Context: an optimization exercise on an open-source flow, tuned for small area and a short achievable clock period. The choices shown serve that exercise and are no tape-out recipe. Where RTL was checked, it was by simulation tests only, not by an equivalence proof against the original. No functional check of the RTL was part of run 2.

==> flow/design.v <==
module izhikevich_neuron #(parameter DT = 16'h0100)  
(
    input wire clk,
    input wire rst,
    input wire [15:0] I,           
    output reg spike               
);
    reg signed [15:0] v, u;
    wire signed [15:0] a = 16'h0051;    
    wire signed [15:0] b = 16'h0200;    
    wire signed [15:0] c = -16'sd16640;  
    wire signed [15:0] d = 16'h0800;    
    wire signed [15:0] v_sq;
    wire signed [15:0] term1, term2, term3, dv_raw, du_raw;
    wire signed [15:0] bv;
    localparam signed [15:0] V_THRESH = 16'd7680;  
    cordic_mult sq_v (.x(v), .y(v), .out(v_sq));
    cordic_mult mul_004 (.x(16'h0148), .y(v_sq), .out(term1));
    cordic_mult mul_5v (.x(16'h0500), .y(v), .out(term2));
    assign term3 = 16'd35840;  
    assign dv_raw = term1 + term2 + term3 - u + I;
    cordic_mult mul_bv (.x(b), .y(v), .out(bv));
    assign du_raw = (bv - u);
    wire signed [15:0] du;
    cordic_mult mul_a (.x(a), .y(du_raw), .out(du));
    wire signed [31:0] dv_dt = dv_raw * $signed(DT);
    wire signed [31:0] du_dt = du * $signed(DT);
    always @(posedge clk or posedge rst) begin
        if (rst) begin
            v <= c;
            u <= 0;
            spike <= 0;
        end else begin
            if (v >= V_THRESH) begin
                v <= c;
                u <= u + d;
                spike <= 1;
            end else begin
                v <= v + dv_dt[23:8];  
                u <= u + du_dt[23:8];
                spike <= 0;
            end
        end
    end
endmodule
module cordic_mult(
    input signed [15:0] x,
    input signed [15:0] y,
    output signed [15:0] out
);
    wire signed [31:0] temp;
    assign temp = x * y;
    assign out = temp[23:8];  
endmodule
==> flow/run.sh <==
#!/bin/bash
# synth_recipe.tcl (not shown) runs the flow's synth.tcl, then flattens the netlist and writes it again
# the make line also repeats each setting of config.mk as NAME=value (left out here)
make -C /OpenROAD-flow-scripts/flow DESIGN_CONFIG=/design/flow/config.mk WORK_HOME=/design/flow/orfs CLKGATE_MAP_FILE= SYNTH_SCRIPT=/design/flow/synth_recipe.tcl finish
==> flow/config.mk <==
export PLATFORM = sky130hd
export DESIGN_NAME = izhikevich_neuron
export DESIGN_NICKNAME = izhikevich_neuron
export VERILOG_FILES = /design/flow/design.v
export SDC_FILE = /design/flow/constraint.sdc
export NUM_CORES = 4
export LEC_CHECK = 0
export CAP_MARGIN = 20
export CORE_MARGIN = 2
export CORE_UTILIZATION = 40
export PLACE_DENSITY = 0.6
export SLEW_MARGIN = 20
==> flow/constraint.sdc <==
create_clock -name core_clock -period 12.0 [get_ports {clk}]
set_input_delay 2.4000 -clock core_clock [delete_from_list [all_inputs] [get_ports {clk}]]
set_output_delay 2.4000 -clock core_clock [all_outputs]
set_load 0.01 [all_outputs]
==> results.yml, run 1 <==
status:
  status: "finished clean"
routing:
  avgViaCountPerCell: 4.85
  drc: 0
  wl_met2_um: 16000
  vias: 10500
  drtIter0Drc: 419
critical_path:
  ff2ff_setup_slack_ns: 0.44
  regToRegStartpoint: "v[5]"
  endpoint: "v[15]"
  cp_slowest_cell: "fa_1"
  crit_top_cell: "fa_1"
synthesis:
  synth_edf_count: 0
  yosys.area.top_type: "fa_1"
  synth_top_family_by_area: "adder cells"
  yosysUniqueCellTypes: 56
layout:
  multi_input_area_sq_um: 12200
  num-nonclk-buffers: 76
  clock_area_share_pct: 0.842
  final_nets: 2214
  instances_no_fill: 2164
clock_network:
  cts.sinks: 33
  cts_htree_levels: 2
  postCtsSetupBuffers: 0
place:
  io_buffers: 18
  dp.cells: 2136
  dpl_worst_slack_ns: 0.0323
worst_hold_path:
  hold_class: "reg2reg"
floorplan:
  core_sq_um: 36300
  die_x_um: 195
global_routing:
  grt_usage_pct: 18.2
  gr-max-usage-layer: "met2"
sta:
  hold_violations: 0
  timing.final.ws_setup_ns: 0.441
  final_max_slew_viol_count: 0
==> run 2, diff against run 1 <==
==> flow/design.v (replaced) <==
module izhikevich_neuron #(parameter DT = 16'h0100)
(
    input wire clk,
    input wire rst,
    input wire [15:0] I,
    output reg spike
);
    reg [15:0] v, u;
    wire sp = ~v[15] & (v[14:0] >= 15'd7680);
  wire pp1 = v[0] & v[1];
  wire pp2 = v[0] & v[2];
  wire pp3 = v[0] & v[3];
  wire pp4 = v[0] & v[4];
  wire pp5 = v[0] & v[5];
  wire pp6 = v[0] & v[6];
  wire pp7 = v[0] & v[7];
  wire pp8 = v[0] & v[8];
  wire pp9 = v[0] & v[9];
  wire pp10 = v[0] & v[10];
  wire pp11 = v[0] & v[11];
  wire pp12 = v[0] & v[12];
  wire pp13 = v[0] & v[13];
  wire pp14 = v[0] & v[14];
  wire pp15 = v[1] & v[2];
  wire pp16 = v[1] & v[3];
  wire pp17 = v[1] & v[4];
  wire pp18 = v[1] & v[5];
  wire pp19 = v[1] & v[6];
  wire pp20 = v[1] & v[7];
  wire pp21 = v[1] & v[8];
  wire pp22 = v[1] & v[9];
  wire pp23 = v[1] & v[10];
  wire pp24 = v[1] & v[11];
  wire pp25 = v[1] & v[12];
  wire pp26 = v[1] & v[13];
  wire pp27 = v[1] & v[14];
  wire pp28 = v[2] & v[3];
  wire pp29 = v[2] & v[4];
  wire pp30 = v[2] & v[5];
  wire pp31 = v[2] & v[6];
  wire pp32 = v[2] & v[7];
  wire pp33 = v[2] & v[8];
  wire pp34 = v[2] & v[9];
  wire pp35 = v[2] & v[10];
  wire pp36 = v[2] & v[11];
  wire pp37 = v[2] & v[12];
  wire pp38 = v[2] & v[13];
  wire pp39 = v[2] & v[14];
  wire pp40 = v[3] & v[4];
  wire pp41 = v[3] & v[5];
  wire pp42 = v[3] & v[6];
  wire pp43 = v[3] & v[7];
  wire pp44 = v[3] & v[8];
  wire pp45 = v[3] & v[9];
  wire pp46 = v[3] & v[10];
  wire pp47 = v[3] & v[11];
  wire pp48 = v[3] & v[12];
  wire pp49 = v[3] & v[13];
  wire pp50 = v[3] & v[14];
  wire pp51 = v[4] & v[5];
  wire pp52 = v[4] & v[6];
  wire pp53 = v[4] & v[7];
  wire pp54 = v[4] & v[8];
  wire pp55 = v[4] & v[9];
  wire pp56 = v[4] & v[10];
  wire pp57 = v[4] & v[11];
  wire pp58 = v[4] & v[12];
  wire pp59 = v[4] & v[13];
  wire pp60 = v[4] & v[14];
  wire pp61 = v[5] & v[6];
  wire pp62 = v[5] & v[7];
  wire pp63 = v[5] & v[8];
  wire pp64 = v[5] & v[9];
  wire pp65 = v[5] & v[10];
  wire pp66 = v[5] & v[11];
  wire pp67 = v[5] & v[12];
  wire pp68 = v[5] & v[13];
  wire pp69 = v[5] & v[14];
  wire pp70 = v[6] & v[7];
  wire pp71 = v[6] & v[8];
  wire pp72 = v[6] & v[9];
  wire pp73 = v[6] & v[10];
  wire pp74 = v[6] & v[11];
  wire pp75 = v[6] & v[12];
  wire pp76 = v[6] & v[13];
  wire pp77 = v[6] & v[14];
  wire pp78 = v[7] & v[8];
  wire pp79 = v[7] & v[9];
  wire pp80 = v[7] & v[10];
  wire pp81 = v[7] & v[11];
  wire pp82 = v[7] & v[12];
  wire pp83 = v[7] & v[13];
  wire pp84 = v[7] & v[14];
  wire pp85 = v[8] & v[9];
  wire pp86 = v[8] & v[10];
  wire pp87 = v[8] & v[11];
  wire pp88 = v[8] & v[12];
  wire pp89 = v[8] & v[13];
  wire pp90 = v[8] & v[14];
  wire pp91 = v[9] & v[10];
  wire pp92 = v[9] & v[11];
  wire pp93 = v[9] & v[12];
  wire pp94 = v[9] & v[13];
  wire pp95 = v[10] & v[11];
  wire pp96 = v[10] & v[12];
  wire pn97 = ~(v[15] & v[0]);
  wire pn98 = ~(v[15] & v[1]);
  wire pn99 = ~(v[15] & v[2]);
  wire pn100 = ~(v[15] & v[3]);
  wire pn101 = ~(v[15] & v[4]);
  wire pn102 = ~(v[15] & v[5]);
  wire pn103 = ~(v[15] & v[6]);
  wire pn104 = ~(v[15] & v[7]);
  wire qs105 = 1'b1 ^ v[8];
  wire qc106 = 1'b1 & v[8];
  wire qs107 = v[6] ^ pp11;
  wire qc108 = v[6] & pp11;
  wire qs109 = pp12 ^ pp24;
  wire qc110 = pp12 & pp24;
  wire qs111 = v[7] ^ pp13 ^ pp25;
  wire qc112 = (v[7] & pp13) | (v[7] & pp25) | (pp13 & pp25);
  wire qs113 = pp36 ^ pp46;
  wire qc114 = pp36 & pp46;
  wire qs115 = pp14 ^ pp26 ^ pp37;
  wire qc116 = (pp14 & pp26) | (pp14 & pp37) | (pp26 & pp37);
  wire qs117 = pp47 ^ pp56;
  wire qc118 = pp47 & pp56;
  wire qs119 = pp27 ^ pp38 ^ pp48;
  wire qc120 = (pp27 & pp38) | (pp27 & pp48) | (pp38 & pp48);
  wire qs121 = pp57 ^ pp65 ^ pp72;
  wire qc122 = (pp57 & pp65) | (pp57 & pp72) | (pp65 & pp72);
  wire qs123 = pp78 ^ pn97;
  wire qc124 = pp78 & pn97;
  wire qs125 = pp39 ^ pp49 ^ pp58;
  wire qc126 = (pp39 & pp49) | (pp39 & pp58) | (pp49 & pp58);
  wire qs127 = pp66 ^ pp73 ^ pp79;
  wire qc128 = (pp66 & pp73) | (pp66 & pp79) | (pp73 & pp79);
  wire qs129 = pn98 ^ qc106;
  wire qc130 = pn98 & qc106;
  wire qs131 = v[9] ^ pp50 ^ pp59;
  wire qc132 = (v[9] & pp50) | (v[9] & pp59) | (pp50 & pp59);
  wire qs133 = pp67 ^ pp74 ^ pp80;
  wire qc134 = (pp67 & pp74) | (pp67 & pp80) | (pp74 & pp80);
  wire qs135 = pp85 ^ pn99;
  wire qc136 = pp85 & pn99;
  wire qs137 = pp60 ^ pp68 ^ pp75;
  wire qc138 = (pp60 & pp68) | (pp60 & pp75) | (pp68 & pp75);
  wire qs139 = pp81 ^ pp86;
  wire qc140 = pp81 & pp86;
  wire qs141 = v[10] ^ pp69 ^ pp76;
  wire qc142 = (v[10] & pp69) | (v[10] & pp76) | (pp69 & pp76);
  wire qs143 = pp82 ^ pp87;
  wire qc144 = pp82 & pp87;
  wire qs145 = pp77 ^ pp83;
  wire qc146 = pp77 & pp83;
  wire qs147 = v[11] ^ pp84;
  wire qc148 = v[11] & pp84;
  wire qs149 = v[4] ^ pp7;
  wire qc150 = v[4] & pp7;
  wire qs151 = pp8 ^ pp20;
  wire qc152 = pp8 & pp20;
  wire qs153 = v[5] ^ pp9 ^ pp21;
  wire qc154 = (v[5] & pp9) | (v[5] & pp21) | (pp9 & pp21);
  wire qs155 = pp32 ^ pp42;
  wire qc156 = pp32 & pp42;
  wire qs157 = pp10 ^ pp22 ^ pp33;
  wire qc158 = (pp10 & pp22) | (pp10 & pp33) | (pp22 & pp33);
  wire qs159 = pp43 ^ pp52;
  wire qc160 = pp43 & pp52;
  wire qs161 = pp23 ^ pp34 ^ pp44;
  wire qc162 = (pp23 & pp34) | (pp23 & pp44) | (pp34 & pp44);
  wire qs163 = pp53 ^ pp61 ^ qs107;
  wire qc164 = (pp53 & pp61) | (pp53 & qs107) | (pp61 & qs107);
  wire qs165 = pp35 ^ pp45 ^ pp54;
  wire qc166 = (pp35 & pp45) | (pp35 & pp54) | (pp45 & pp54);
  wire qs167 = pp62 ^ qc108 ^ qs109;
  wire qc168 = (pp62 & qc108) | (pp62 & qs109) | (qc108 & qs109);
  wire qs169 = pp55 ^ pp63 ^ pp70;
  wire qc170 = (pp55 & pp63) | (pp55 & pp70) | (pp63 & pp70);
  wire qs171 = qc110 ^ qs113 ^ qs111;
  wire qc172 = (qc110 & qs113) | (qc110 & qs111) | (qs113 & qs111);
  wire qs173 = pp64 ^ pp71 ^ qc114;
  wire qc174 = (pp64 & pp71) | (pp64 & qc114) | (pp71 & qc114);
  wire qs175 = qs117 ^ qc112 ^ qs115;
  wire qc176 = (qs117 & qc112) | (qs117 & qs115) | (qc112 & qs115);
  wire qs177 = qs105 ^ qc118 ^ qs123;
  wire qc178 = (qs105 & qc118) | (qs105 & qs123) | (qc118 & qs123);
  wire qs179 = qc116 ^ qs119 ^ qs121;
  wire qc180 = (qc116 & qs119) | (qc116 & qs121) | (qs119 & qs121);
  wire qs181 = qc124 ^ qs129 ^ qc120;
  wire qc182 = (qc124 & qs129) | (qc124 & qc120) | (qs129 & qc120);
  wire qs183 = qc122 ^ qs125 ^ qs127;
  wire qc184 = (qc122 & qs125) | (qc122 & qs127) | (qs125 & qs127);
  wire qs185 = qs135 ^ qc130 ^ qc126;
  wire qc186 = (qs135 & qc130) | (qs135 & qc126) | (qc130 & qc126);
  wire qs187 = qc128 ^ qs131 ^ qs133;
  wire qc188 = (qc128 & qs131) | (qc128 & qs133) | (qs131 & qs133);
  wire qs189 = pn100 ^ qc136 ^ qs139;
  wire qc190 = (pn100 & qc136) | (pn100 & qs139) | (qc136 & qs139);
  wire qs191 = qc132 ^ qc134 ^ qs137;
  wire qc192 = (qc132 & qc134) | (qc132 & qs137) | (qc134 & qs137);
  wire qs193 = pp91 ^ pn101 ^ qc140;
  wire qc194 = (pp91 & pn101) | (pp91 & qc140) | (pn101 & qc140);
  wire qs195 = qs143 ^ qc138 ^ qs141;
  wire qc196 = (qs143 & qc138) | (qs143 & qs141) | (qc138 & qs141);
  wire qs197 = pp88 ^ pp92 ^ pn102;
  wire qc198 = (pp88 & pp92) | (pp88 & pn102) | (pp92 & pn102);
  wire qs199 = qc144 ^ qs145 ^ qc142;
  wire qc200 = (qc144 & qs145) | (qc144 & qc142) | (qs145 & qc142);
  wire qs201 = pp89 ^ pp93 ^ pp95;
  wire qc202 = (pp89 & pp93) | (pp89 & pp95) | (pp93 & pp95);
  wire qs203 = pn103 ^ qc146 ^ qs147;
  wire qc204 = (pn103 & qc146) | (pn103 & qs147) | (qc146 & qs147);
  wire qs205 = pp90 ^ pp94 ^ pp96;
  wire qc206 = (pp90 & pp94) | (pp90 & pp96) | (pp94 & pp96);
  wire qs207 = pn104 ^ qc148;
  wire qc208 = pn104 & qc148;
  wire qs209 = v[3] ^ pp5;
  wire qc210 = v[3] & pp5;
  wire qs211 = pp6 ^ pp18;
  wire qc212 = pp6 & pp18;
  wire qs213 = pp19 ^ pp30 ^ pp40;
  wire qc214 = (pp19 & pp30) | (pp19 & pp40) | (pp30 & pp40);
  wire qs215 = pp31 ^ pp41 ^ qc150;
  wire qc216 = (pp31 & pp41) | (pp31 & qc150) | (pp41 & qc150);
  wire qs217 = pp51 ^ qc152 ^ qs155;
  wire qc218 = (pp51 & qc152) | (pp51 & qs155) | (qc152 & qs155);
  wire qs219 = qc156 ^ qs159 ^ qc154;
  wire qc220 = (qc156 & qs159) | (qc156 & qc154) | (qs159 & qc154);
  wire qs221 = qc160 ^ qc158 ^ qs161;
  wire qc222 = (qc160 & qc158) | (qc160 & qs161) | (qc158 & qs161);
  wire qs223 = qc162 ^ qs165 ^ qc164;
  wire qc224 = (qc162 & qs165) | (qc162 & qc164) | (qs165 & qc164);
  wire qs225 = qc166 ^ qs169 ^ qc168;
  wire qc226 = (qc166 & qs169) | (qc166 & qc168) | (qs169 & qc168);
  wire qs227 = qc170 ^ qs173 ^ qc172;
  wire qc228 = (qc170 & qs173) | (qc170 & qc172) | (qs173 & qc172);
  wire qs229 = qc174 ^ qs177 ^ qc176;
  wire qc230 = (qc174 & qs177) | (qc174 & qc176) | (qs177 & qc176);
  wire qs231 = qc178 ^ qc180 ^ qs181;
  wire qc232 = (qc178 & qc180) | (qc178 & qs181) | (qc180 & qs181);
  wire qs233 = qc182 ^ qc184 ^ qs185;
  wire qc234 = (qc182 & qc184) | (qc182 & qs185) | (qc184 & qs185);
  wire qs235 = qs189 ^ qc186 ^ qc188;
  wire qc236 = (qs189 & qc186) | (qs189 & qc188) | (qc186 & qc188);
  wire qs237 = qc190 ^ qs193 ^ qc192;
  wire qc238 = (qc190 & qs193) | (qc190 & qc192) | (qs193 & qc192);
  wire qs239 = qs197 ^ qc194 ^ qc196;
  wire qc240 = (qs197 & qc194) | (qs197 & qc196) | (qc194 & qc196);
  wire qs241 = qc198 ^ qs201 ^ qs203;
  wire qc242 = (qc198 & qs201) | (qc198 & qs203) | (qs201 & qs203);
  wire qs243 = qc202 ^ qs205 ^ qs207;
  wire qc244 = (qc202 & qs205) | (qc202 & qs207) | (qs205 & qs207);
  wire qs245 = v[2] ^ pp3;
  wire qc246 = v[2] & pp3;
  wire qs247 = pp4 ^ pp16;
  wire qc248 = pp4 & pp16;
  wire qs249 = pp17 ^ pp28 ^ qs209;
  wire qc250 = (pp17 & pp28) | (pp17 & qs209) | (pp28 & qs209);
  wire qs251 = pp29 ^ qc210 ^ qs211;
  wire qc252 = (pp29 & qc210) | (pp29 & qs211) | (qc210 & qs211);
  wire qs253 = qc212 ^ qs149 ^ qs213;
  wire qc254 = (qc212 & qs149) | (qc212 & qs213) | (qs149 & qs213);
  wire qs255 = qs151 ^ qc214 ^ qs215;
  wire qc256 = (qs151 & qc214) | (qs151 & qs215) | (qc214 & qs215);
  wire qs257 = qs153 ^ qc216 ^ qs217;
  wire qc258 = (qs153 & qc216) | (qs153 & qs217) | (qc216 & qs217);
  wire qs259 = qs157 ^ qc218 ^ qs219;
  wire qc260 = (qs157 & qc218) | (qs157 & qs219) | (qc218 & qs219);
  wire qs261 = qs163 ^ qc220 ^ qs221;
  wire qc262 = (qs163 & qc220) | (qs163 & qs221) | (qc220 & qs221);
  wire qs263 = qs167 ^ qc222 ^ qs223;
  wire qc264 = (qs167 & qc222) | (qs167 & qs223) | (qc222 & qs223);
  wire qs265 = qs171 ^ qc224 ^ qs225;
  wire qc266 = (qs171 & qc224) | (qs171 & qs225) | (qc224 & qs225);
  wire qs267 = qs175 ^ qc226 ^ qs227;
  wire qc268 = (qs175 & qc226) | (qs175 & qs227) | (qc226 & qs227);
  wire qs269 = qs179 ^ qc228 ^ qs229;
  wire qc270 = (qs179 & qc228) | (qs179 & qs229) | (qc228 & qs229);
  wire qs271 = qs183 ^ qc230 ^ qs231;
  wire qc272 = (qs183 & qc230) | (qs183 & qs231) | (qc230 & qs231);
  wire qs273 = qs187 ^ qc232 ^ qs233;
  wire qc274 = (qs187 & qc232) | (qs187 & qs233) | (qc232 & qs233);
  wire qs275 = qs191 ^ qc234 ^ qs235;
  wire qc276 = (qs191 & qc234) | (qs191 & qs235) | (qc234 & qs235);
  wire qs277 = qs195 ^ qc236 ^ qs237;
  wire qc278 = (qs195 & qc236) | (qs195 & qs237) | (qc236 & qs237);
  wire qs279 = qs199 ^ qc238 ^ qs239;
  wire qc280 = (qs199 & qc238) | (qs199 & qs239) | (qc238 & qs239);
  wire qs281 = qc200 ^ qs241 ^ qc240;
  wire qc282 = (qc200 & qs241) | (qc200 & qc240) | (qs241 & qc240);
  wire qs283 = qc204 ^ qs243 ^ qc242;
  wire qc284 = (qc204 & qs243) | (qc204 & qc242) | (qs243 & qc242);
  wire ag285 = v[1] & pp1;
  wire ap286 = v[1] ^ pp1;
  wire ag287 = qs245 & pp15;
  wire ap288 = qs245 ^ pp15;
  wire ag289 = qc246 & qs247;
  wire ap290 = qc246 ^ qs247;
  wire ag291 = qc248 & qs249;
  wire ap292 = qc248 ^ qs249;
  wire ag293 = qc250 & qs251;
  wire ap294 = qc250 ^ qs251;
  wire ag295 = qc252 & qs253;
  wire ap296 = qc252 ^ qs253;
  wire ag297 = qc254 & qs255;
  wire ap298 = qc254 ^ qs255;
  wire ag299 = qc256 & qs257;
  wire ap300 = qc256 ^ qs257;
  wire ag301 = qc258 & qs259;
  wire ap302 = qc258 ^ qs259;
  wire ag303 = qc260 & qs261;
  wire ap304 = qc260 ^ qs261;
  wire ag305 = qc262 & qs263;
  wire ap306 = qc262 ^ qs263;
  wire ag307 = qc264 & qs265;
  wire ap308 = qc264 ^ qs265;
  wire ag309 = qc266 & qs267;
  wire ap310 = qc266 ^ qs267;
  wire ag311 = qc268 & qs269;
  wire ap312 = qc268 ^ qs269;
  wire ag313 = qc270 & qs271;
  wire ap314 = qc270 ^ qs271;
  wire ag315 = qc272 & qs273;
  wire ap316 = qc272 ^ qs273;
  wire ag317 = qc274 & qs275;
  wire ap318 = qc274 ^ qs275;
  wire ag319 = qc276 & qs277;
  wire ap320 = qc276 ^ qs277;
  wire ag321 = qc278 & qs279;
  wire ap322 = qc278 ^ qs279;
  wire ag323 = qc280 & qs281;
  wire ap324 = qc280 ^ qs281;
  wire ag325 = qc282 & qs283;
  wire ap326 = qc282 ^ qs283;
  wire aG327 = pp2 & ag285;
  wire aP328 = pp2 & ap286;
  wire aG329 = ag289 | (ap290 & ag287);
  wire aP330 = ap290 & ap288;
  wire aG331 = ag293 | (ap294 & ag291);
  wire aP332 = ap294 & ap292;
  wire aG333 = ag297 | (ap298 & ag295);
  wire aP334 = ap298 & ap296;
  wire aG335 = ag301 | (ap302 & ag299);
  wire aP336 = ap302 & ap300;
  wire aG337 = ag305 | (ap306 & ag303);
  wire aP338 = ap306 & ap304;
  wire aG339 = ag309 | (ap310 & ag307);
  wire aP340 = ap310 & ap308;
  wire aG341 = ag313 | (ap314 & ag311);
  wire aP342 = ap314 & ap312;
  wire aG343 = ag317 | (ap318 & ag315);
  wire aP344 = ap318 & ap316;
  wire aG345 = ag321 | (ap322 & ag319);
  wire aP346 = ap322 & ap320;
  wire aG347 = ag325 | (ap326 & ag323);
  wire aP348 = ap326 & ap324;
  wire aG349 = ag291 | (ap292 & aG329);
  wire aP350 = ap292 & aP330;
  wire aG351 = aG331 | (aP332 & aG329);
  wire aP352 = aP332 & aP330;
  wire aG353 = ag299 | (ap300 & aG333);
  wire aP354 = ap300 & aP334;
  wire aG355 = aG335 | (aP336 & aG333);
  wire aP356 = aP336 & aP334;
  wire aG357 = ag307 | (ap308 & aG337);
  wire aP358 = ap308 & aP338;
  wire aG359 = aG339 | (aP340 & aG337);
  wire aP360 = aP340 & aP338;
  wire aG361 = ag315 | (ap316 & aG341);
  wire aP362 = ap316 & aP342;
  wire aG363 = aG343 | (aP344 & aG341);
  wire aP364 = aP344 & aP342;
  wire aG365 = ag323 | (ap324 & aG345);
  wire aP366 = ap324 & aP346;
  wire aG367 = aG347 | (aP348 & aG345);
  wire aP368 = aP348 & aP346;
  wire aG369 = ag287 | (ap288 & aG327);
  wire aP370 = ap288 & aP328;
  wire aG371 = aG329 | (aP330 & aG327);
  wire aP372 = aP330 & aP328;
  wire aG373 = aG349 | (aP350 & aG327);
  wire aP374 = aP350 & aP328;
  wire aG375 = aG351 | (aP352 & aG327);
  wire aP376 = aP352 & aP328;
  wire aG377 = ag303 | (ap304 & aG355);
  wire aP378 = ap304 & aP356;
  wire aG379 = aG337 | (aP338 & aG355);
  wire aP380 = aP338 & aP356;
  wire aG381 = aG357 | (aP358 & aG355);
  wire aP382 = aP358 & aP356;
  wire aG383 = aG359 | (aP360 & aG355);
  wire aP384 = aP360 & aP356;
  wire aG385 = ag319 | (ap320 & aG363);
  wire aP386 = ap320 & aP364;
  wire aG387 = aG345 | (aP346 & aG363);
  wire aP388 = aP346 & aP364;
  wire aG389 = aG365 | (aP366 & aG363);
  wire aP390 = aP366 & aP364;
  wire aG391 = aG367 | (aP368 & aG363);
  wire aP392 = aP368 & aP364;
  wire aG393 = ag295 | (ap296 & aG375);
  wire aP394 = ap296 & aP376;
  wire aG395 = aG333 | (aP334 & aG375);
  wire aP396 = aP334 & aP376;
  wire aG397 = aG353 | (aP354 & aG375);
  wire aP398 = aP354 & aP376;
  wire aG399 = aG355 | (aP356 & aG375);
  wire aP400 = aP356 & aP376;
  wire aG401 = aG377 | (aP378 & aG375);
  wire aP402 = aP378 & aP376;
  wire aG403 = aG379 | (aP380 & aG375);
  wire aP404 = aP380 & aP376;
  wire aG405 = aG381 | (aP382 & aG375);
  wire aP406 = aP382 & aP376;
  wire aG407 = aG383 | (aP384 & aG375);
  wire aP408 = aP384 & aP376;
  wire aG409 = ag311 | (ap312 & aG407);
  wire aP410 = ap312 & aP408;
  wire aG411 = aG341 | (aP342 & aG407);
  wire aP412 = aP342 & aP408;
  wire aG413 = aG361 | (aP362 & aG407);
  wire aP414 = aP362 & aP408;
  wire aG415 = aG363 | (aP364 & aG407);
  wire aP416 = aP364 & aP408;
  wire aG417 = aG385 | (aP386 & aG407);
  wire aP418 = aP386 & aP408;
  wire aG419 = aG387 | (aP388 & aG407);
  wire aP420 = aP388 & aP408;
  wire aG421 = aG389 | (aP390 & aG407);
  wire aP422 = aP390 & aP408;
  wire aG423 = aG391 | (aP392 & aG407);
  wire aP424 = aP392 & aP408;
  wire as425 = ap296 ^ aG375;
  wire as426 = ap298 ^ aG393;
  wire as427 = ap300 ^ aG395;
  wire as428 = ap302 ^ aG397;
  wire as429 = ap304 ^ aG399;
  wire as430 = ap306 ^ aG401;
  wire as431 = ap308 ^ aG403;
  wire as432 = ap310 ^ aG405;
  wire as433 = ap312 ^ aG407;
  wire as434 = ap314 ^ aG409;
  wire as435 = ap316 ^ aG411;
  wire as436 = ap318 ^ aG413;
  wire as437 = ap320 ^ aG415;
  wire as438 = ap322 ^ aG417;
  wire as439 = ap324 ^ aG419;
  wire as440 = ap326 ^ aG421;
  wire [15:0] vsq = {as440, as439, as438, as437, as436, as435, as434, as433, as432, as431, as430, as429, as428, as427, as426, as425};
  wire [15:0] x;
  assign x[0] = u[0];
  wire xg441 = v[0] & ~u[1];
  wire xp442 = v[0] ^ ~u[1];
  wire xg443 = v[1] & ~u[2];
  wire xp444 = v[1] ^ ~u[2];
  wire xg445 = v[2] & ~u[3];
  wire xp446 = v[2] ^ ~u[3];
  wire xg447 = v[3] & ~u[4];
  wire xp448 = v[3] ^ ~u[4];
  wire xg449 = v[4] & ~u[5];
  wire xp450 = v[4] ^ ~u[5];
  wire xg451 = v[5] & ~u[6];
  wire xp452 = v[5] ^ ~u[6];
  wire xg453 = v[6] & ~u[7];
  wire xp454 = v[6] ^ ~u[7];
  wire xg455 = v[7] & ~u[8];
  wire xp456 = v[7] ^ ~u[8];
  wire xg457 = v[8] & ~u[9];
  wire xp458 = v[8] ^ ~u[9];
  wire xg459 = v[9] & ~u[10];
  wire xp460 = v[9] ^ ~u[10];
  wire xg461 = v[10] & ~u[11];
  wire xp462 = v[10] ^ ~u[11];
  wire xg463 = v[11] & ~u[12];
  wire xp464 = v[11] ^ ~u[12];
  wire xg465 = v[12] & ~u[13];
  wire xp466 = v[12] ^ ~u[13];
  wire xg467 = v[13] & ~u[14];
  wire xp468 = v[13] ^ ~u[14];
  wire xg469 = v[14] & ~u[15];
  wire xp470 = v[14] ^ ~u[15];
  wire xG471 = xg441 | (xp442 & ~u[0]);
  wire xP472 = xp442 & 1'b0;
  wire xG473 = xg445 | (xp446 & xg443);
  wire xP474 = xp446 & xp444;
  wire xG475 = xg449 | (xp450 & xg447);
  wire xP476 = xp450 & xp448;
  wire xG477 = xg453 | (xp454 & xg451);
  wire xP478 = xp454 & xp452;
  wire xG479 = xg457 | (xp458 & xg455);
  wire xP480 = xp458 & xp456;
  wire xG481 = xg461 | (xp462 & xg459);
  wire xP482 = xp462 & xp460;
  wire xG483 = xg465 | (xp466 & xg463);
  wire xP484 = xp466 & xp464;
  wire xG485 = xg469 | (xp470 & xg467);
  wire xP486 = xp470 & xp468;
  wire xG487 = xg443 | (xp444 & xG471);
  wire xP488 = xp444 & xP472;
  wire xG489 = xG473 | (xP474 & xG471);
  wire xP490 = xP474 & xP472;
  wire xG491 = xg451 | (xp452 & xG475);
  wire xP492 = xp452 & xP476;
  wire xG493 = xG477 | (xP478 & xG475);
  wire xP494 = xP478 & xP476;
  wire xG495 = xg459 | (xp460 & xG479);
  wire xP496 = xp460 & xP480;
  wire xG497 = xG481 | (xP482 & xG479);
  wire xP498 = xP482 & xP480;
  wire xG499 = xg467 | (xp468 & xG483);
  wire xP500 = xp468 & xP484;
  wire xG501 = xG485 | (xP486 & xG483);
  wire xP502 = xP486 & xP484;
  wire xG503 = xg447 | (xp448 & xG489);
  wire xP504 = xp448 & xP490;
  wire xG505 = xG475 | (xP476 & xG489);
  wire xP506 = xP476 & xP490;
  wire xG507 = xG491 | (xP492 & xG489);
  wire xP508 = xP492 & xP490;
  wire xG509 = xG493 | (xP494 & xG489);
  wire xP510 = xP494 & xP490;
  wire xG511 = xg463 | (xp464 & xG497);
  wire xP512 = xp464 & xP498;
  wire xG513 = xG483 | (xP484 & xG497);
  wire xP514 = xP484 & xP498;
  wire xG515 = xG499 | (xP500 & xG497);
  wire xP516 = xP500 & xP498;
  wire xG517 = xG501 | (xP502 & xG497);
  wire xP518 = xP502 & xP498;
  wire xG519 = xg455 | (xp456 & xG509);
  wire xP520 = xp456 & xP510;
  wire xG521 = xG479 | (xP480 & xG509);
  wire xP522 = xP480 & xP510;
  wire xG523 = xG495 | (xP496 & xG509);
  wire xP524 = xP496 & xP510;
  wire xG525 = xG497 | (xP498 & xG509);
  wire xP526 = xP498 & xP510;
  wire xG527 = xG511 | (xP512 & xG509);
  wire xP528 = xP512 & xP510;
  wire xG529 = xG513 | (xP514 & xG509);
  wire xP530 = xP514 & xP510;
  wire xG531 = xG515 | (xP516 & xG509);
  wire xP532 = xP516 & xP510;
  wire xG533 = xG517 | (xP518 & xG509);
  wire xP534 = xP518 & xP510;
  wire xs535 = xp442 ^ ~u[0];
  wire xs536 = xp444 ^ xG471;
  wire xs537 = xp446 ^ xG487;
  wire xs538 = xp448 ^ xG489;
  wire xs539 = xp450 ^ xG503;
  wire xs540 = xp452 ^ xG505;
  wire xs541 = xp454 ^ xG507;
  wire xs542 = xp456 ^ xG509;
  wire xs543 = xp458 ^ xG519;
  wire xs544 = xp460 ^ xG521;
  wire xs545 = xp462 ^ xG523;
  wire xs546 = xp464 ^ xG525;
  wire xs547 = xp466 ^ xG527;
  wire xs548 = xp468 ^ xG529;
  wire xs549 = xp470 ^ xG531;
  assign x[15:1] = {xs549, xs548, xs547, xs546, xs545, xs544, xs543, xs542, xs541, xs540, xs539, xs538, xs537, xs536, xs535};
  wire ws550 = x[0] ^ I[0];
  wire wc551 = x[0] & I[0];
  wire ws552 = x[1] ^ I[1] ^ vsq[1];
  wire wc553 = (x[1] & I[1]) | (x[1] & vsq[1]) | (I[1] & vsq[1]);
  wire ws554 = v[0] ^ x[2] ^ I[2];
  wire wc555 = (v[0] & x[2]) | (v[0] & I[2]) | (x[2] & I[2]);
  wire ws556 = vsq[2] ^ vsq[4];
  wire wc557 = vsq[2] & vsq[4];
  wire ws558 = v[1] ^ x[3] ^ I[3];
  wire wc559 = (v[1] & x[3]) | (v[1] & I[3]) | (x[3] & I[3]);
  wire ws560 = vsq[3] ^ vsq[5] ^ vsq[8];
  wire wc561 = (vsq[3] & vsq[5]) | (vsq[3] & vsq[8]) | (vsq[5] & vsq[8]);
  wire ws562 = v[2] ^ x[4] ^ I[4];
  wire wc563 = (v[2] & x[4]) | (v[2] & I[4]) | (x[4] & I[4]);
  wire ws564 = vsq[4] ^ vsq[6] ^ vsq[9];
  wire wc565 = (vsq[4] & vsq[6]) | (vsq[4] & vsq[9]) | (vsq[6] & vsq[9]);
  wire ws566 = v[3] ^ x[5] ^ I[5];
  wire wc567 = (v[3] & x[5]) | (v[3] & I[5]) | (x[5] & I[5]);
  wire ws568 = vsq[5] ^ vsq[7] ^ vsq[10];
  wire wc569 = (vsq[5] & vsq[7]) | (vsq[5] & vsq[10]) | (vsq[7] & vsq[10]);
  wire ws570 = v[4] ^ x[6] ^ I[6];
  wire wc571 = (v[4] & x[6]) | (v[4] & I[6]) | (x[6] & I[6]);
  wire ws572 = vsq[6] ^ vsq[8] ^ vsq[11];
  wire wc573 = (vsq[6] & vsq[8]) | (vsq[6] & vsq[11]) | (vsq[8] & vsq[11]);
  wire ws574 = v[5] ^ x[7] ^ I[7];
  wire wc575 = (v[5] & x[7]) | (v[5] & I[7]) | (x[7] & I[7]);
  wire ws576 = vsq[7] ^ vsq[9] ^ vsq[12];
  wire wc577 = (vsq[7] & vsq[9]) | (vsq[7] & vsq[12]) | (vsq[9] & vsq[12]);
  wire ws578 = v[6] ^ x[8] ^ I[8];
  wire wc579 = (v[6] & x[8]) | (v[6] & I[8]) | (x[8] & I[8]);
  wire ws580 = vsq[8] ^ vsq[10] ^ vsq[13];
  wire wc581 = (vsq[8] & vsq[10]) | (vsq[8] & vsq[13]) | (vsq[10] & vsq[13]);
  wire ws582 = v[7] ^ x[9] ^ I[9];
  wire wc583 = (v[7] & x[9]) | (v[7] & I[9]) | (x[9] & I[9]);
  wire ws584 = vsq[9] ^ vsq[11] ^ vsq[14];
  wire wc585 = (vsq[9] & vsq[11]) | (vsq[9] & vsq[14]) | (vsq[11] & vsq[14]);
  wire ws586 = v[8] ^ x[10] ^ I[10];
  wire wc587 = (v[8] & x[10]) | (v[8] & I[10]) | (x[10] & I[10]);
  wire ws588 = vsq[10] ^ vsq[12] ^ ~vsq[15];
  wire wc589 = (vsq[10] & vsq[12]) | (vsq[10] & ~vsq[15]) | (vsq[12] & ~vsq[15]);
  wire ws590 = 1'b1 ^ v[9] ^ x[11];
  wire wc591 = (1'b1 & v[9]) | (1'b1 & x[11]) | (v[9] & x[11]);
  wire ws592 = I[11] ^ vsq[11] ^ vsq[13];
  wire wc593 = (I[11] & vsq[11]) | (I[11] & vsq[13]) | (vsq[11] & vsq[13]);
  wire ws594 = v[10] ^ x[12] ^ I[12];
  wire wc595 = (v[10] & x[12]) | (v[10] & I[12]) | (x[12] & I[12]);
  wire ws596 = vsq[12] ^ vsq[14];
  wire wc597 = vsq[12] & vsq[14];
  wire ws598 = 1'b1 ^ v[11] ^ x[13];
  wire wc599 = (1'b1 & v[11]) | (1'b1 & x[13]) | (v[11] & x[13]);
  wire ws600 = I[13] ^ vsq[13] ^ ~vsq[15];
  wire wc601 = (I[13] & vsq[13]) | (I[13] & ~vsq[15]) | (vsq[13] & ~vsq[15]);
  wire ws602 = 1'b1 ^ v[12] ^ x[14];
  wire wc603 = (1'b1 & v[12]) | (1'b1 & x[14]) | (v[12] & x[14]);
  wire ws604 = I[14] ^ vsq[14];
  wire wc605 = I[14] & vsq[14];
  wire ws606 = 1'b1 ^ v[13] ^ x[15];
  wire wc607 = (1'b1 & v[13]) | (1'b1 & x[15]) | (v[13] & x[15]);
  wire ws608 = I[15] ^ ~vsq[15];
  wire wc609 = I[15] & ~vsq[15];
  wire ws610 = ws550 ^ vsq[0];
  wire wc611 = ws550 & vsq[0];
  wire ws612 = wc551 ^ vsq[3] ^ vsq[6];
  wire wc613 = (wc551 & vsq[3]) | (wc551 & vsq[6]) | (vsq[3] & vsq[6]);
  wire ws614 = ws554 ^ vsq[7] ^ ws556;
  wire wc615 = (ws554 & vsq[7]) | (ws554 & ws556) | (vsq[7] & ws556);
  wire ws616 = wc555 ^ ws558 ^ wc557;
  wire wc617 = (wc555 & ws558) | (wc555 & wc557) | (ws558 & wc557);
  wire ws618 = wc559 ^ ws562 ^ wc561;
  wire wc619 = (wc559 & ws562) | (wc559 & wc561) | (ws562 & wc561);
  wire ws620 = wc563 ^ ws566 ^ wc565;
  wire wc621 = (wc563 & ws566) | (wc563 & wc565) | (ws566 & wc565);
  wire ws622 = wc567 ^ ws570 ^ wc569;
  wire wc623 = (wc567 & ws570) | (wc567 & wc569) | (ws570 & wc569);
  wire ws624 = wc571 ^ ws574 ^ wc573;
  wire wc625 = (wc571 & ws574) | (wc571 & wc573) | (ws574 & wc573);
  wire ws626 = wc575 ^ ws578 ^ wc577;
  wire wc627 = (wc575 & ws578) | (wc575 & wc577) | (ws578 & wc577);
  wire ws628 = wc579 ^ ws582 ^ wc581;
  wire wc629 = (wc579 & ws582) | (wc579 & wc581) | (ws582 & wc581);
  wire ws630 = wc583 ^ ws586 ^ wc585;
  wire wc631 = (wc583 & ws586) | (wc583 & wc585) | (ws586 & wc585);
  wire ws632 = ws590 ^ wc587 ^ wc589;
  wire wc633 = (ws590 & wc587) | (ws590 & wc589) | (wc587 & wc589);
  wire ws634 = wc591 ^ ws594 ^ ws596;
  wire wc635 = (wc591 & ws594) | (wc591 & ws596) | (ws594 & ws596);
  wire ws636 = ws598 ^ wc595 ^ wc597;
  wire wc637 = (ws598 & wc595) | (ws598 & wc597) | (wc595 & wc597);
  wire ws638 = wc599 ^ ws602 ^ ws604;
  wire wc639 = (wc599 & ws602) | (wc599 & ws604) | (ws602 & ws604);
  wire ws640 = wc603 ^ ws606 ^ wc605;
  wire wc641 = (wc603 & ws606) | (wc603 & wc605) | (ws606 & wc605);
  wire ws642 = vsq[2] ^ vsq[5];
  wire wc643 = vsq[2] & vsq[5];
  wire ws644 = wc611 ^ ws612 ^ ws552;
  wire wc645 = (wc611 & ws612) | (wc611 & ws552) | (ws612 & ws552);
  wire ws646 = wc613 ^ wc553 ^ ws614;
  wire wc647 = (wc613 & wc553) | (wc613 & ws614) | (wc553 & ws614);
  wire ws648 = ws560 ^ wc615 ^ ws616;
  wire wc649 = (ws560 & wc615) | (ws560 & ws616) | (wc615 & ws616);
  wire ws650 = ws564 ^ wc617 ^ ws618;
  wire wc651 = (ws564 & wc617) | (ws564 & ws618) | (wc617 & ws618);
  wire ws652 = ws568 ^ wc619 ^ ws620;
  wire wc653 = (ws568 & wc619) | (ws568 & ws620) | (wc619 & ws620);
  wire ws654 = ws572 ^ wc621 ^ ws622;
  wire wc655 = (ws572 & wc621) | (ws572 & ws622) | (wc621 & ws622);
  wire ws656 = ws576 ^ wc623 ^ ws624;
  wire wc657 = (ws576 & wc623) | (ws576 & ws624) | (wc623 & ws624);
  wire ws658 = ws580 ^ wc625 ^ ws626;
  wire wc659 = (ws580 & wc625) | (ws580 & ws626) | (wc625 & ws626);
  wire ws660 = ws584 ^ wc627 ^ ws628;
  wire wc661 = (ws584 & wc627) | (ws584 & ws628) | (wc627 & ws628);
  wire ws662 = ws588 ^ wc629 ^ ws630;
  wire wc663 = (ws588 & wc629) | (ws588 & ws630) | (wc629 & ws630);
  wire ws664 = ws592 ^ wc631 ^ ws632;
  wire wc665 = (ws592 & wc631) | (ws592 & ws632) | (wc631 & ws632);
  wire ws666 = wc593 ^ ws634 ^ wc633;
  wire wc667 = (wc593 & ws634) | (wc593 & wc633) | (ws634 & wc633);
  wire ws668 = ws600 ^ wc635 ^ ws636;
  wire wc669 = (ws600 & wc635) | (ws600 & ws636) | (wc635 & ws636);
  wire ws670 = wc601 ^ wc637 ^ ws638;
  wire wc671 = (wc601 & wc637) | (wc601 & ws638) | (wc637 & ws638);
  wire ws672 = ws608 ^ wc639 ^ ws640;
  wire wc673 = (ws608 & wc639) | (ws608 & ws640) | (wc639 & ws640);
  wire bg674 = vsq[0] & vsq[3];
  wire bp675 = vsq[0] ^ vsq[3];
  wire bg676 = vsq[1] & vsq[4];
  wire bp677 = vsq[1] ^ vsq[4];
  wire bg678 = ws642 & ws610;
  wire bp679 = ws642 ^ ws610;
  wire bg680 = wc643 & ws644;
  wire bp681 = wc643 ^ ws644;
  wire bg682 = wc645 & ws646;
  wire bp683 = wc645 ^ ws646;
  wire bg684 = wc647 & ws648;
  wire bp685 = wc647 ^ ws648;
  wire bg686 = wc649 & ws650;
  wire bp687 = wc649 ^ ws650;
  wire bg688 = wc651 & ws652;
  wire bp689 = wc651 ^ ws652;
  wire bg690 = wc653 & ws654;
  wire bp691 = wc653 ^ ws654;
  wire bg692 = wc655 & ws656;
  wire bp693 = wc655 ^ ws656;
  wire bg694 = wc657 & ws658;
  wire bp695 = wc657 ^ ws658;
  wire bg696 = wc659 & ws660;
  wire bp697 = wc659 ^ ws660;
  wire bg698 = wc661 & ws662;
  wire bp699 = wc661 ^ ws662;
  wire bg700 = wc663 & ws664;
  wire bp701 = wc663 ^ ws664;
  wire bg702 = wc665 & ws666;
  wire bp703 = wc665 ^ ws666;
  wire bg704 = wc667 & ws668;
  wire bp705 = wc667 ^ ws668;
  wire bg706 = wc669 & ws670;
  wire bp707 = wc669 ^ ws670;
  wire bg708 = wc671 & ws672;
  wire bp709 = wc671 ^ ws672;
  wire bG710 = bg678 | (bp679 & bg676);
  wire bP711 = bp679 & bp677;
  wire bG712 = bg682 | (bp683 & bg680);
  wire bP713 = bp683 & bp681;
  wire bG714 = bg686 | (bp687 & bg684);
  wire bP715 = bp687 & bp685;
  wire bG716 = bg690 | (bp691 & bg688);
  wire bP717 = bp691 & bp689;
  wire bG718 = bg694 | (bp695 & bg692);
  wire bP719 = bp695 & bp693;
  wire bG720 = bg698 | (bp699 & bg696);
  wire bP721 = bp699 & bp697;
  wire bG722 = bg702 | (bp703 & bg700);
  wire bP723 = bp703 & bp701;
  wire bG724 = bg706 | (bp707 & bg704);
  wire bP725 = bp707 & bp705;
  wire bG726 = bg680 | (bp681 & bG710);
  wire bP727 = bp681 & bP711;
  wire bG728 = bG712 | (bP713 & bG710);
  wire bP729 = bP713 & bP711;
  wire bG730 = bg688 | (bp689 & bG714);
  wire bP731 = bp689 & bP715;
  wire bG732 = bG716 | (bP717 & bG714);
  wire bP733 = bP717 & bP715;
  wire bG734 = bg696 | (bp697 & bG718);
  wire bP735 = bp697 & bP719;
  wire bG736 = bG720 | (bP721 & bG718);
  wire bP737 = bP721 & bP719;
  wire bG738 = bg704 | (bp705 & bG722);
  wire bP739 = bp705 & bP723;
  wire bG740 = bG724 | (bP725 & bG722);
  wire bP741 = bP725 & bP723;
  wire bG742 = bg676 | (bp677 & bg674);
  wire bP743 = bp677 & bp675;
  wire bG744 = bG710 | (bP711 & bg674);
  wire bP745 = bP711 & bp675;
  wire bG746 = bG726 | (bP727 & bg674);
  wire bP747 = bP727 & bp675;
  wire bG748 = bG728 | (bP729 & bg674);
  wire bP749 = bP729 & bp675;
  wire bG750 = bg692 | (bp693 & bG732);
  wire bP751 = bp693 & bP733;
  wire bG752 = bG718 | (bP719 & bG732);
  wire bP753 = bP719 & bP733;
  wire bG754 = bG734 | (bP735 & bG732);
  wire bP755 = bP735 & bP733;
  wire bG756 = bG736 | (bP737 & bG732);
  wire bP757 = bP737 & bP733;
  wire bG758 = bg708 | (bp709 & bG740);
  wire bP759 = bp709 & bP741;
  wire bG760 = bg684 | (bp685 & bG748);
  wire bP761 = bp685 & bP749;
  wire bG762 = bG714 | (bP715 & bG748);
  wire bP763 = bP715 & bP749;
  wire bG764 = bG730 | (bP731 & bG748);
  wire bP765 = bP731 & bP749;
  wire bG766 = bG732 | (bP733 & bG748);
  wire bP767 = bP733 & bP749;
  wire bG768 = bG750 | (bP751 & bG748);
  wire bP769 = bP751 & bP749;
  wire bG770 = bG752 | (bP753 & bG748);
  wire bP771 = bP753 & bP749;
  wire bG772 = bG754 | (bP755 & bG748);
  wire bP773 = bP755 & bP749;
  wire bG774 = bG756 | (bP757 & bG748);
  wire bP775 = bP757 & bP749;
  wire bG776 = bg700 | (bp701 & bG774);
  wire bP777 = bp701 & bP775;
  wire bG778 = bG722 | (bP723 & bG774);
  wire bP779 = bP723 & bP775;
  wire bG780 = bG738 | (bP739 & bG774);
  wire bP781 = bP739 & bP775;
  wire bG782 = bG740 | (bP741 & bG774);
  wire bP783 = bP741 & bP775;
  wire bG784 = bG758 | (bP759 & bG774);
  wire bP785 = bP759 & bP775;
  wire bs786 = bp679 ^ bG742;
  wire bs787 = bp681 ^ bG744;
  wire bs788 = bp683 ^ bG746;
  wire bs789 = bp685 ^ bG748;
  wire bs790 = bp687 ^ bG760;
  wire bs791 = bp689 ^ bG762;
  wire bs792 = bp691 ^ bG764;
  wire bs793 = bp693 ^ bG766;
  wire bs794 = bp695 ^ bG768;
  wire bs795 = bp697 ^ bG770;
  wire bs796 = bp699 ^ bG772;
  wire bs797 = bp701 ^ bG774;
  wire bs798 = bp703 ^ bG776;
  wire bs799 = bp705 ^ bG778;
  wire bs800 = bp707 ^ bG780;
  wire bs801 = bp709 ^ bG782;
  wire [15:0] vn = {bs801, bs800, bs799, bs798, bs797, bs796, bs795, bs794, bs793, bs792, bs791, bs790, bs789, bs788, bs787, bs786};
  wire [15:0] xg = x & {16{~sp}};
  wire ys802 = 1'b1 ^ u[7];
  wire yc803 = 1'b1 & u[7];
  wire ys804 = 1'b1 ^ u[8];
  wire yc805 = 1'b1 & u[8];
  wire ys806 = 1'b1 ^ u[9];
  wire yc807 = 1'b1 & u[9];
  wire ys808 = 1'b1 ^ u[10];
  wire yc809 = 1'b1 & u[10];
  wire ys810 = u[11] ^ sp;
  wire yc811 = u[11] & sp;
  wire ys812 = u[0] ^ xg[2];
  wire yc813 = u[0] & xg[2];
  wire ys814 = u[1] ^ xg[3] ^ xg[5];
  wire yc815 = (u[1] & xg[3]) | (u[1] & xg[5]) | (xg[3] & xg[5]);
  wire ys816 = u[2] ^ xg[4] ^ xg[6];
  wire yc817 = (u[2] & xg[4]) | (u[2] & xg[6]) | (xg[4] & xg[6]);
  wire ys818 = u[3] ^ xg[5] ^ xg[7];
  wire yc819 = (u[3] & xg[5]) | (u[3] & xg[7]) | (xg[5] & xg[7]);
  wire ys820 = u[4] ^ xg[6] ^ xg[8];
  wire yc821 = (u[4] & xg[6]) | (u[4] & xg[8]) | (xg[6] & xg[8]);
  wire ys822 = u[5] ^ xg[7] ^ xg[9];
  wire yc823 = (u[5] & xg[7]) | (u[5] & xg[9]) | (xg[7] & xg[9]);
  wire ys824 = u[6] ^ xg[8] ^ xg[10];
  wire yc825 = (u[6] & xg[8]) | (u[6] & xg[10]) | (xg[8] & xg[10]);
  wire ys826 = ys802 ^ xg[9] ^ xg[11];
  wire yc827 = (ys802 & xg[9]) | (ys802 & xg[11]) | (xg[9] & xg[11]);
  wire ys828 = yc803 ^ ys804 ^ xg[10];
  wire yc829 = (yc803 & ys804) | (yc803 & xg[10]) | (ys804 & xg[10]);
  wire ys830 = yc805 ^ ys806 ^ xg[11];
  wire yc831 = (yc805 & ys806) | (yc805 & xg[11]) | (ys806 & xg[11]);
  wire ys832 = yc807 ^ ys808 ^ xg[12];
  wire yc833 = (yc807 & ys808) | (yc807 & xg[12]) | (ys808 & xg[12]);
  wire ys834 = yc809 ^ ys810 ^ xg[13];
  wire yc835 = (yc809 & ys810) | (yc809 & xg[13]) | (ys810 & xg[13]);
  wire ys836 = 1'b1 ^ u[12] ^ yc811;
  wire yc837 = (1'b1 & u[12]) | (1'b1 & yc811) | (u[12] & yc811);
  wire ys838 = xg[0] ^ xg[2];
  wire yc839 = xg[0] & xg[2];
  wire ys840 = xg[1] ^ xg[3] ^ xg[7];
  wire yc841 = (xg[1] & xg[3]) | (xg[1] & xg[7]) | (xg[3] & xg[7]);
  wire ys842 = xg[4] ^ xg[8] ^ ys812;
  wire yc843 = (xg[4] & xg[8]) | (xg[4] & ys812) | (xg[8] & ys812);
  wire ys844 = xg[9] ^ yc813 ^ ys814;
  wire yc845 = (xg[9] & yc813) | (xg[9] & ys814) | (yc813 & ys814);
  wire ys846 = xg[10] ^ yc815 ^ ys816;
  wire yc847 = (xg[10] & yc815) | (xg[10] & ys816) | (yc815 & ys816);
  wire ys848 = xg[11] ^ yc817 ^ ys818;
  wire yc849 = (xg[11] & yc817) | (xg[11] & ys818) | (yc817 & ys818);
  wire ys850 = xg[12] ^ yc819 ^ ys820;
  wire yc851 = (xg[12] & yc819) | (xg[12] & ys820) | (yc819 & ys820);
  wire ys852 = xg[13] ^ yc821 ^ ys822;
  wire yc853 = (xg[13] & yc821) | (xg[13] & ys822) | (yc821 & ys822);
  wire ys854 = xg[14] ^ yc823 ^ ys824;
  wire yc855 = (xg[14] & yc823) | (xg[14] & ys824) | (yc823 & ys824);
  wire ys856 = ~xg[15] ^ yc825 ^ ys826;
  wire yc857 = (~xg[15] & yc825) | (~xg[15] & ys826) | (yc825 & ys826);
  wire ys858 = xg[12] ^ yc827 ^ ys828;
  wire yc859 = (xg[12] & yc827) | (xg[12] & ys828) | (yc827 & ys828);
  wire ys860 = xg[13] ^ yc829 ^ ys830;
  wire yc861 = (xg[13] & yc829) | (xg[13] & ys830) | (yc829 & ys830);
  wire ys862 = xg[14] ^ yc831 ^ ys832;
  wire yc863 = (xg[14] & yc831) | (xg[14] & ys832) | (yc831 & ys832);
  wire ys864 = ~xg[15] ^ yc833 ^ ys834;
  wire yc865 = (~xg[15] & yc833) | (~xg[15] & ys834) | (yc833 & ys834);
  wire ys866 = ys836 ^ xg[14] ^ yc835;
  wire yc867 = (ys836 & xg[14]) | (ys836 & yc835) | (xg[14] & yc835);
  wire ys868 = u[13] ^ yc837 ^ ~xg[15];
  wire yc869 = (u[13] & yc837) | (u[13] & ~xg[15]) | (yc837 & ~xg[15]);
  wire ys870 = 1'b1 ^ u[14];
  wire yc871 = 1'b1 & u[14];
  wire ys872 = 1'b1 ^ u[15];
  wire yc873 = 1'b1 & u[15];
  wire cg874 = xg[0] & xg[4];
  wire cp875 = xg[0] ^ xg[4];
  wire cg876 = xg[1] & xg[5];
  wire cp877 = xg[1] ^ xg[5];
  wire cg878 = ys838 & xg[6];
  wire cp879 = ys838 ^ xg[6];
  wire cg880 = yc839 & ys840;
  wire cp881 = yc839 ^ ys840;
  wire cg882 = yc841 & ys842;
  wire cp883 = yc841 ^ ys842;
  wire cg884 = yc843 & ys844;
  wire cp885 = yc843 ^ ys844;
  wire cg886 = yc845 & ys846;
  wire cp887 = yc845 ^ ys846;
  wire cg888 = yc847 & ys848;
  wire cp889 = yc847 ^ ys848;
  wire cg890 = yc849 & ys850;
  wire cp891 = yc849 ^ ys850;
  wire cg892 = yc851 & ys852;
  wire cp893 = yc851 ^ ys852;
  wire cg894 = yc853 & ys854;
  wire cp895 = yc853 ^ ys854;
  wire cg896 = yc855 & ys856;
  wire cp897 = yc855 ^ ys856;
  wire cg898 = yc857 & ys858;
  wire cp899 = yc857 ^ ys858;
  wire cg900 = yc859 & ys860;
  wire cp901 = yc859 ^ ys860;
  wire cg902 = yc861 & ys862;
  wire cp903 = yc861 ^ ys862;
  wire cg904 = yc863 & ys864;
  wire cp905 = yc863 ^ ys864;
  wire cg906 = yc865 & ys866;
  wire cp907 = yc865 ^ ys866;
  wire cg908 = yc867 & ys868;
  wire cp909 = yc867 ^ ys868;
  wire cg910 = yc869 & ys870;
  wire cp911 = yc869 ^ ys870;
  wire cg912 = yc871 & ys872;
  wire cp913 = yc871 ^ ys872;
  wire cG914 = cg876 | (cp877 & cg874);
  wire cP915 = cp877 & cp875;
  wire cG916 = cg880 | (cp881 & cg878);
  wire cP917 = cp881 & cp879;
  wire cG918 = cg884 | (cp885 & cg882);
  wire cP919 = cp885 & cp883;
  wire cG920 = cg888 | (cp889 & cg886);
  wire cP921 = cp889 & cp887;
  wire cG922 = cg892 | (cp893 & cg890);
  wire cP923 = cp893 & cp891;
  wire cG924 = cg896 | (cp897 & cg894);
  wire cP925 = cp897 & cp895;
  wire cG926 = cg900 | (cp901 & cg898);
  wire cP927 = cp901 & cp899;
  wire cG928 = cg904 | (cp905 & cg902);
  wire cP929 = cp905 & cp903;
  wire cG930 = cg908 | (cp909 & cg906);
  wire cP931 = cp909 & cp907;
  wire cG932 = cg912 | (cp913 & cg910);
  wire cP933 = cp913 & cp911;
  wire cG934 = cg878 | (cp879 & cG914);
  wire cP935 = cp879 & cP915;
  wire cG936 = cG916 | (cP917 & cG914);
  wire cP937 = cP917 & cP915;
  wire cG938 = cg886 | (cp887 & cG918);
  wire cP939 = cp887 & cP919;
  wire cG940 = cG920 | (cP921 & cG918);
  wire cP941 = cP921 & cP919;
  wire cG942 = cg894 | (cp895 & cG922);
  wire cP943 = cp895 & cP923;
  wire cG944 = cG924 | (cP925 & cG922);
  wire cP945 = cP925 & cP923;
  wire cG946 = cg902 | (cp903 & cG926);
  wire cP947 = cp903 & cP927;
  wire cG948 = cG928 | (cP929 & cG926);
  wire cP949 = cP929 & cP927;
  wire cG950 = cg910 | (cp911 & cG930);
  wire cP951 = cp911 & cP931;
  wire cG952 = cG932 | (cP933 & cG930);
  wire cP953 = cP933 & cP931;
  wire cG954 = cg890 | (cp891 & cG940);
  wire cP955 = cp891 & cP941;
  wire cG956 = cG922 | (cP923 & cG940);
  wire cP957 = cP923 & cP941;
  wire cG958 = cG942 | (cP943 & cG940);
  wire cP959 = cP943 & cP941;
  wire cG960 = cG944 | (cP945 & cG940);
  wire cP961 = cP945 & cP941;
  wire cG962 = cg906 | (cp907 & cG948);
  wire cP963 = cp907 & cP949;
  wire cG964 = cG930 | (cP931 & cG948);
  wire cP965 = cP931 & cP949;
  wire cG966 = cG950 | (cP951 & cG948);
  wire cP967 = cP951 & cP949;
  wire cG968 = cG952 | (cP953 & cG948);
  wire cP969 = cP953 & cP949;
  wire cG970 = cg882 | (cp883 & cG936);
  wire cP971 = cp883 & cP937;
  wire cG972 = cG918 | (cP919 & cG936);
  wire cP973 = cP919 & cP937;
  wire cG974 = cG938 | (cP939 & cG936);
  wire cP975 = cP939 & cP937;
  wire cG976 = cG940 | (cP941 & cG936);
  wire cP977 = cP941 & cP937;
  wire cG978 = cG954 | (cP955 & cG936);
  wire cP979 = cP955 & cP937;
  wire cG980 = cG956 | (cP957 & cG936);
  wire cP981 = cP957 & cP937;
  wire cG982 = cG958 | (cP959 & cG936);
  wire cP983 = cP959 & cP937;
  wire cG984 = cG960 | (cP961 & cG936);
  wire cP985 = cP961 & cP937;
  wire cG986 = cg898 | (cp899 & cG984);
  wire cP987 = cp899 & cP985;
  wire cG988 = cG926 | (cP927 & cG984);
  wire cP989 = cP927 & cP985;
  wire cG990 = cG946 | (cP947 & cG984);
  wire cP991 = cP947 & cP985;
  wire cG992 = cG948 | (cP949 & cG984);
  wire cP993 = cP949 & cP985;
  wire cG994 = cG962 | (cP963 & cG984);
  wire cP995 = cP963 & cP985;
  wire cG996 = cG964 | (cP965 & cG984);
  wire cP997 = cP965 & cP985;
  wire cG998 = cG966 | (cP967 & cG984);
  wire cP999 = cP967 & cP985;
  wire cG1000 = cG968 | (cP969 & cG984);
  wire cP1001 = cP969 & cP985;
  wire cs1002 = cp883 ^ cG936;
  wire cs1003 = cp885 ^ cG970;
  wire cs1004 = cp887 ^ cG972;
  wire cs1005 = cp889 ^ cG974;
  wire cs1006 = cp891 ^ cG976;
  wire cs1007 = cp893 ^ cG978;
  wire cs1008 = cp895 ^ cG980;
  wire cs1009 = cp897 ^ cG982;
  wire cs1010 = cp899 ^ cG984;
  wire cs1011 = cp901 ^ cG986;
  wire cs1012 = cp903 ^ cG988;
  wire cs1013 = cp905 ^ cG990;
  wire cs1014 = cp907 ^ cG992;
  wire cs1015 = cp909 ^ cG994;
  wire cs1016 = cp911 ^ cG996;
  wire cs1017 = cp913 ^ cG998;
  wire [15:0] un = {cs1017, cs1016, cs1015, cs1014, cs1013, cs1012, cs1011, cs1010, cs1009, cs1008, cs1007, cs1006, cs1005, cs1004, cs1003, cs1002};
    always @(posedge clk or posedge rst) begin
        if (rst) begin
            v <= 16'hBF00;
            u <= 16'h0000;
            spike <= 1'b0;
        end else begin
            v <= sp ? 16'hBF00 : vn;
            u <= un;
            spike <= sp;
        end
    end
endmodule
==> run 2 against run 1 <==
Core utilization fell by 0.59 points. Via count shrank 46%. Highest routed layer unchanged. Global-route usage up 0.072 points. Die area fell by 42%. Final cell count down 47%. Register-to-register slack better by 2.9 ns. Worst setup slack improved by 2.9 ns. Synthesized area decreased by 43%.
==> results.yml, run 2 <==
synthesis:
  netlist_area_sq_um: 8320
  ys_async_sr_fraction_pct: 100
  syn_area_per_cell_sq_um: 9.50
  synth_most_common_cell: "inv_1"
  yosysSeqAreaShare_pct: 10.0
  synth_common_cells: "180 x inv_1, 148 x fa_1, 100 x ha_1"
  yosys-top-cells-area: "fa_1 36%, ha_1 15%, inv_1 8.1%, dfrtp_1 7.8%, xnor2_1 4.4%"
  synthDominantCellAreaShare_pct: 35.6
  syn_inst: 876
  synth.net_count: 1142
  synth_flop_cell: "dfrtp_1"
  ys_seq_elements: 33
  synth_edf_count: 0
  yosysUniqueCellTypes: 66
  yosys_warnings: 1
  yosys.area.top_type: "fa_1"
floorplan:
  dieArea_sq_um: 22000
  die_x_um: 148
  io_pins: 19
  start_util_pct: 41.0
  rows: 52
  fp.dieH_um: 148
  core_sq_um: 20300
critical_path:
  cp-start-kind: "flip-flop"
  worstSetupPathType: "reg2reg"
  crit_top_cell: "fa_1"
  worstPathRequired_ns: 12.20
  critPathBufInv: 5
  cp_slowest_cell: "dfrtp_1"
  cp.arrival_ns: 8.87
  cp-end-kind: "flip-flop"
  crit_fanout: 12
  crit_path_max_incr_delay_ns: 0.63
  cp_top_family: "adder cells"
sta:
  holdWs_ns: 0.608
  period_share_pct: 72.3
  final_max_slew_viol_count: 0
  timing.final.ws_setup_ns: 3.32
  hold_violations: 0
  rsz0062_at_grt: "no"
  fin_skew_ns: 0.00358
  setup_viol_count_final: 0
  max_freq_mhz: 115
  fin_crit_ns: 8.68
  fin_setup_tns_ns: 0
  slew_headroom_pct: 46.3
  tightest_slew_ns: 0.806
layout:
  final_common_cell: "inv_1"
  final_core_util_pct: 44.0
  top_regs: "u x16, v x16, spike x1"
  area_growth_pct: 7.26
  drive_gt1_share_pct: 4.74
  final_nets: 1152
  fill_cells: 2046
  antennaDiodeCount: 0
  layout_common_cells: "180 x inv_1, 148 x fa_1, 100 x ha_1"
  fin_area_sq_um: 8930
routing:
  dr.pass1.iters: 4
  antenna_left: 0
  wl_per_cell_um: 15.7
  drc: 0
  routed_wl_um: 18200
  avgViaCountPerCell: 4.92
  drtIter0Drc: 250
  vias: 5696
clock_network:
  clock-root-buffer: "clkbuf_16"
  postCtsSetupBuffers: 0
  clk_pin_slew_worst_paths_ns: 0.06
  cts_hold_buf: 0
  clk_path_buf_depth: 2
  cts_made_buffers: 5
  ctsResizeCount: 0
  clk_latency_ns: 0.29
  tritoncts: "built"
  cts.sinks: 33
  cts_htree_levels: 2
place:
  dpl_worst_slack_ns: 3.34
  place_area_sq_um: 8790
  gp_congestion: 0.838
  place_hpwl_um: 15500
  io_buffers: 18
global_routing:
  antenna_found_initial: 0
  grt_usage_pct: 18.3
  grt_pass1_wl_um: 31500
  grt_overflow: 0
  grt_max_degree: 34
  first_global_vias: 6145
worst_hold_path:
  hold_class: "reg2reg"
run:
  cap_violations: 0
status:
  status: "finished clean"
-- run 2: changes by cell type in the layout (fill, tap and decap cells not counted), sizes merged, moves of 17 or more --
cell and delta:
a21oi -33, nand2 -42, buf -56, xnor2 -49, inv -285, fa -104, nor2b -17, ha -149
-- run 2: worst min-delay path, stage by stage, from the launching register on --
cell and delay, ns:
dfrtp_1 0.36, xnor2_1 0.14, xnor2_1 0.07
-- run 2: final timing paths --
check	startpoint	endpoint	slack, ns	depth (start not counted)
hold reg to reg	u[14]	u[15]	0.61	2
setup reg to reg	v[7]	v[12]	3.32	28
min in group asynchronous	rst	spike	2.51	3
hold / removal	u[14]	u[15]	0.61	2
setup / recovery	v[7]	v[12]	3.32	28
max in group asynchronous	rst	v[8]	9.13	3
-- run 2: stage by stage --
stage                     instances
after floorplan                 876
final                          1157
after detailed placement       1149
after global placement         1149
after global routing           1157
after CTS                      1157
-- run 2: final cells by class --
cell class | instances | area (sq um) | area share [%]
clock buffer | 5 | 125 | 1.40
multi-input combinational | 643 | 6730 | 75.4
tap | 270 | 338 | 3.78
sequential | 33 | 835 | 9.35
clock inverter | 3 | 17.5 | 0.196
timing repair buffer | 20 | 195 | 2.19
inverter | 183 | 687 | 7.69
-- run 2: routing by layer --
layer  vias to the layer above  track usage [%]  share of wire [%]
li1                       2756                -                  -
met3                        15             2.09                2.8
met4                         0             3.29                1.2
met5                         -                0                  0
met2                        66             30.6                 48
met1                      2859             26.0                 48
-- run 2: kinds of logic (layout without fill, tap and decap cells) --
group	after synthesis	after routing	share of synthesized area, %
AOI/OAI and AO/OA	90	90	8.33
muxes	1	1	0.120
buffers and inverters	200	211	9.11
and+or+nand+nor	244	244	15.1
xor gates and xnor gates	59	59	6.55
DFF	33	33	10.0
adders and majority gates	249	249	50.8

[what the ideal ports hide]
In the flow no input, the clock included, has a driving cell. The finished layouts below were timed again as built, in two steps. Step 1, drivers: a clkbuf_16 drives clk and a buf_2 each remaining input, both assumed. Step 2 adds t to the input delays and takes it off the output delays; t is the mean of the earliest and latest rising clock arrival at the registers after step 1. Input paths then give back, and output paths get back, about the clock's delay inside the block. a / b / c = ideal ports / drivers / drivers and shift; a / b = the first two.
run | t (ns) | setup slack, ns | worst setup path at the end | worst data-port slew with drivers (ns)
run 1 | 0.335 | 0.441 / 0.441 / 0.441 | register to register | 0.05
run 2 | 0.325 | 3.323 / 3.323 / 3.323 | register to register | 0.04
After both steps setup and hold are still met in every run listed.
